What follows belongs to an exercise in optimizing a design on an open flow for small area, a short achievable clock period and few clock cycles per item; a production flow would make more cautious choices. The RTL was checked by simulation tests, not by an equivalence proof against the original design. Power is estimated from default activity; no workload was simulated.

## lane 4
// BSW
module BSW (
    clk, rst, start,
    i_Q, i_R,
    o_Q_al,
    o_R_al,
    detail_info,
    done
);
Size in the first run: about 9500 cells after synthesis, ~2300 flip-flops, ~25 I/O pins, ~81000 um2 of cells after synthesis.
export LEC_CHECK = 0
export ABC_AREA = 1
export CAP_MARGIN = 50
export CORE_MARGIN = 2
export CORE_UTILIZATION = 40
export SLEW_MARGIN = 50
create_clock -name core_clock -period 24.0 [get_ports {clk}]
run.sh (not shown) runs the stock make flow with config.mk's settings and CLKGATE_MAP_FILE= SYNTH_SCRIPT=/design/flow/synth_recipe.tcl, a recipe that flattens the netlist after the stock synthesis.
Testbench counts of lane 4, summed over its fixed seeds: cycles 48,779, items 320.
[inputs] lane 3 vs lane 4
==> flow/flow/run.sh (new file) <==
#!/bin/bash
# Standard layout, with the port buffers made of buf_4 cells instead of the
# cell buffer_ports picks by default. Make's full output goes to flow.log;
# each tool's own logs stay under orfs/logs.
set -euo pipefail
export BUFFER_PORTS_ARGS="-buffer_cell sky130_fd_sc_hd__buf_4"
bash standard.sh > flow.log 2>&1
==> flow/standard.sh (new file) <==
#!/bin/bash
# synth_recipe.tcl (not shown) runs the flow's synth.tcl, then flattens the netlist and writes it again
# the make line also repeats each setting of config.mk as NAME=value (left out here)
make -C /OpenROAD-flow-scripts/flow DESIGN_CONFIG=/design/flow/config.mk WORK_HOME=/design/flow/orfs CLKGATE_MAP_FILE= SYNTH_SCRIPT=/design/flow/synth_recipe.tcl "${@:-finish}"
removed: flow/run.sh
## What came out
Compared with lane 4, the router placed fewer vias in lane 3. Row detailed-route wire length on metal 1: lane 3 lower / lane 4 higher. Compared lane 3 against lane 4; final area within noise. Final worst slack ended up 0.12 ns lower on lane 3 than on lane 4. Of lane 3 and lane 4, the run reporting the higher area growth from synthesis to final layout was lane 4. Looking at lane 3 and lane 4, the combinational cell power is a wash. Compared to lane 4, lane 3 has clock buffer count in the final layout 0.32% higher. For lane 3, the cell with the largest stage delay on the worst path was sky130_fd_sc_hd__inv_1, unlike lane 4, where it was sky130_fd_sc_hd__clkdlybuf4s50_1. Global-route track usage on met1 across lane 3 and lane 4: no real change. Compared with lane 4, lane 3 supports a lower clock frequency.

========
BSW, a different RTL version from the one above (not shown whole).
For scale: about 9600 cells after synthesis, ~2300 flip-flops, about 25 I/O pins, about 83000 um^2 of cells after synthesis.
clock: 24.0 ns
lec_check: 0
abc_area: 1
cap_margin: 20
core_margin: 2
core_utilization: 40
cts_cluster_diameter: 60
cts_cluster_size: 28
place_density: 0.8
slew_margin: 20
standard.sh (not shown) runs the stock make flow with config.mk's settings and CLKGATE_MAP_FILE= SYNTH_SCRIPT=/design/flow/synth_recipe.tcl, a recipe that flattens the netlist after the stock synthesis.
==> flow/flow/run.sh <==
#!/bin/bash
# Standard layout, with the port buffers made of buf_4 cells instead of the
# cell buffer_ports picks by default, and timing repair aiming at 18.2 ns of
# setup slack (the clock period stays the design's). Make's full output goes
# to flow.log; each tool's own logs stay under orfs/logs.
set -euo pipefail
export BUFFER_PORTS_ARGS="-buffer_cell sky130_fd_sc_hd__buf_4"
export SETUP_SLACK_MARGIN=18.2
bash standard.sh > flow.log 2>&1
Testbench counts at the start, summed over its fixed seeds: cycles 44,498, items 320.
Next try:
Settings changed: CTS_CLUSTER_DIAMETER 60 to 80, CTS_CLUSTER_SIZE 28 to 25, GPL_ROUTABILITY_DRIVEN set to 0, PLACE_DENSITY 0.8 to 0.88.
Effect: Utilization went down by 0.58 points; clock-buffer cell count went down by 15; synthesized cell count does not change; design area drops by 1.3%; clock skew went up by 0.0076 ns; final cell count came out lower by 0.54%; maximum frequency drops by 0.47%; worst setup slack is worse by 0.029 ns; non-clock buffer count drops by 21; global-route usage decreases by 0.42 points; worst hold slack got worse by 0.016 ns.
Next try:
Settings changed: ABC_AREA 1 to not set, ABC_CLOCK_PERIOD_IN_PS set to 3500, GPL_ROUTABILITY_DRIVEN 0 to not set.
Combinational power went up by about 0.6%. Core utilization increases by 1.2 points. Setup slack got worse by 0.0081 ns. Wire length climbs by 4.0%. Global-route usage grows by 1.7 points. Final cell count fell by 19%.
Next try:
==> flow/flow/run.sh (replaced) <==
#!/bin/bash
# Standard layout, with the port buffers made of buf_4 cells instead of the
# cell buffer_ports picks by default, and timing repair aiming at 18.0 ns of
# setup slack (the clock period stays the design's). Make's full output goes
# to flow.log; each tool's own logs stay under orfs/logs.
set -euo pipefail
export BUFFER_PORTS_ARGS="-buffer_cell sky130_fd_sc_hd__buf_4"
export SETUP_SLACK_MARGIN=18.0
bash standard.sh > flow.log 2>&1
Settings changed: ABC_AREA set to 1, ABC_CLOCK_PERIOD_IN_PS 3500 to not set.
Result: Clock-buffer cell count is lower by 3. Routed wire length decreases by 1.9%. Via count increases by 12%. Final cell count rises by 23%. Global-route usage falls by 1.1 points. Maximum frequency rises by 0.62%. Non-clock buffer count is lower by 173.
Next try:
==> flow/flow/run.sh (replaced) <==
#!/bin/bash
# Standard layout, with the port buffers made of buf_4 cells instead of the
# cell buffer_ports picks by default, and timing repair aiming at 18.2 ns of
# setup slack (the clock period stays the design's). Make's full output goes
# to flow.log; each tool's own logs stay under orfs/logs.
set -euo pipefail
export BUFFER_PORTS_ARGS="-buffer_cell sky130_fd_sc_hd__buf_4"
export SETUP_SLACK_MARGIN=18.2
bash standard.sh > flow.log 2>&1
Settings changed: ABC_AREA 1 to not set, ABC_CLOCK_PERIOD_IN_PS set to 5000.
=>
- count of clock-buffer cells in the layout rises by 3
- routed wire length climbs by 1.9%
- total power falls by 2.7%
- cell area rose by 0.79%
- die area fell by 2.2%

========
BSW, a different RTL version from the one above (not shown whole).
For scale: roughly 25 I/O pins, ~84000 um^2 of cells after synthesis.
==> flow/config.mk <==
export PLATFORM = sky130hd
export DESIGN_NAME = BSW
export DESIGN_NICKNAME = BSW
export VERILOG_FILES = /design/flow/design.v
export SDC_FILE = /design/flow/constraint.sdc
export NUM_CORES = 8
export LEC_CHECK = 0
export ABC_AREA = 1
export CAP_MARGIN = 20
export CORE_MARGIN = 2
export CORE_UTILIZATION = 40
export CTS_CLUSTER_DIAMETER = 80
export CTS_CLUSTER_SIZE = 25
export SLEW_MARGIN = 20
==> flow/constraint.sdc <==
create_clock -name core_clock -period 24.0 [get_ports {clk}]
set_input_delay 4.8000 -clock core_clock [delete_from_list [all_inputs] [get_ports {clk}]]
set_output_delay 4.8000 -clock core_clock [all_outputs]
set_load 0.01 [all_outputs]
==> flow/flow/run.sh <==
#!/bin/bash
# Standard layout, with the port buffers made of buf_4 cells instead of the
# cell buffer_ports picks by default. Make's full output goes to flow.log;
# each tool's own logs stay under orfs/logs.
set -euo pipefail
export BUFFER_PORTS_ARGS="-buffer_cell sky130_fd_sc_hd__buf_4"
bash standard.sh > flow.log 2>&1
The starting point went through all stages and came out clean.
Testbench counts at the start, summed over its fixed seeds: cycles 44,498, items 320.
Rerun with:
==> flow/flow/run.sh (replaced) <==
#!/bin/bash
# Standard layout, with the port buffers made of buf_4 cells instead of the
# cell buffer_ports picks by default, and timing repair aiming at 18.2 ns of
# setup slack (the clock period stays the design's). Make's full output goes
# to flow.log; each tool's own logs stay under orfs/logs.
set -euo pipefail
export BUFFER_PORTS_ARGS="-buffer_cell sky130_fd_sc_hd__buf_4"
export SETUP_SLACK_MARGIN=18.2
bash standard.sh > flow.log 2>&1
Outcome:
- The changed run passed the timing, design-rule and antenna checks
- wire length stays flat
- register-to-register slack gains 1200 ps
- via count stays flat
- worst setup slack gets better by 660 ps
- design area hardly moves
- clock-buffer cell count does not change
- first-iteration DRC count goes down by 0.38%
- synthesized cell count is unchanged

[re-timing with driven ports]
How much do the figures lean on ideal ports? The routed layouts below were timed once more, with nothing changed but the port constraints.
Step 1 assumes that a clkbuf_16 drives the clock port and a buf_2 every other input.
Step 2 also shifts input and output timing later by t, the mid clock arrival at the registers, as if the neighbouring blocks saw the same clock.
Slacks: ideal ports / drivers / drivers and shift; pairs: ideal ports / drivers.
run | shift t [ns] | setup slack, ns | worst register clock-pin slew, ns | cell pins on the clock port's net
lane 4 | 0.962 | 17.358 / 17.273 / 17.596 | 0.07 / 0.07 | 1
lane 3 | 0.971 | 17.236 / 17.236 / 17.236 | 0.07 / 0.07 | 1
the first run of note 2 | 0.888 | 17.901 / 17.815 / 18.332 | 0.11 / 0.11 | 1
the second run of note 2 | 0.893 | 17.872 / 17.786 / 18.161 | 0.10 / 0.10 | 1
the third run of note 2 | 0.865 | 17.864 / 17.783 / 18.197 | 0.11 / 0.11 | 1
the fourth run of note 2 | 0.894 | 17.902 / 17.807 / 18.163 | 0.10 / 0.10 | 1
the fifth run of note 2 | 0.865 | 17.864 / 17.783 / 18.197 | 0.11 / 0.11 | 1
the first run of note 3 | 0.916 | 17.223 / 17.223 / 17.223 | 0.11 / 0.11 | 1
the second run of note 3 | 0.909 | 17.882 / 17.793 / 18.273 | 0.10 / 0.10 | 1
After both steps every run listed still meets setup and hold.
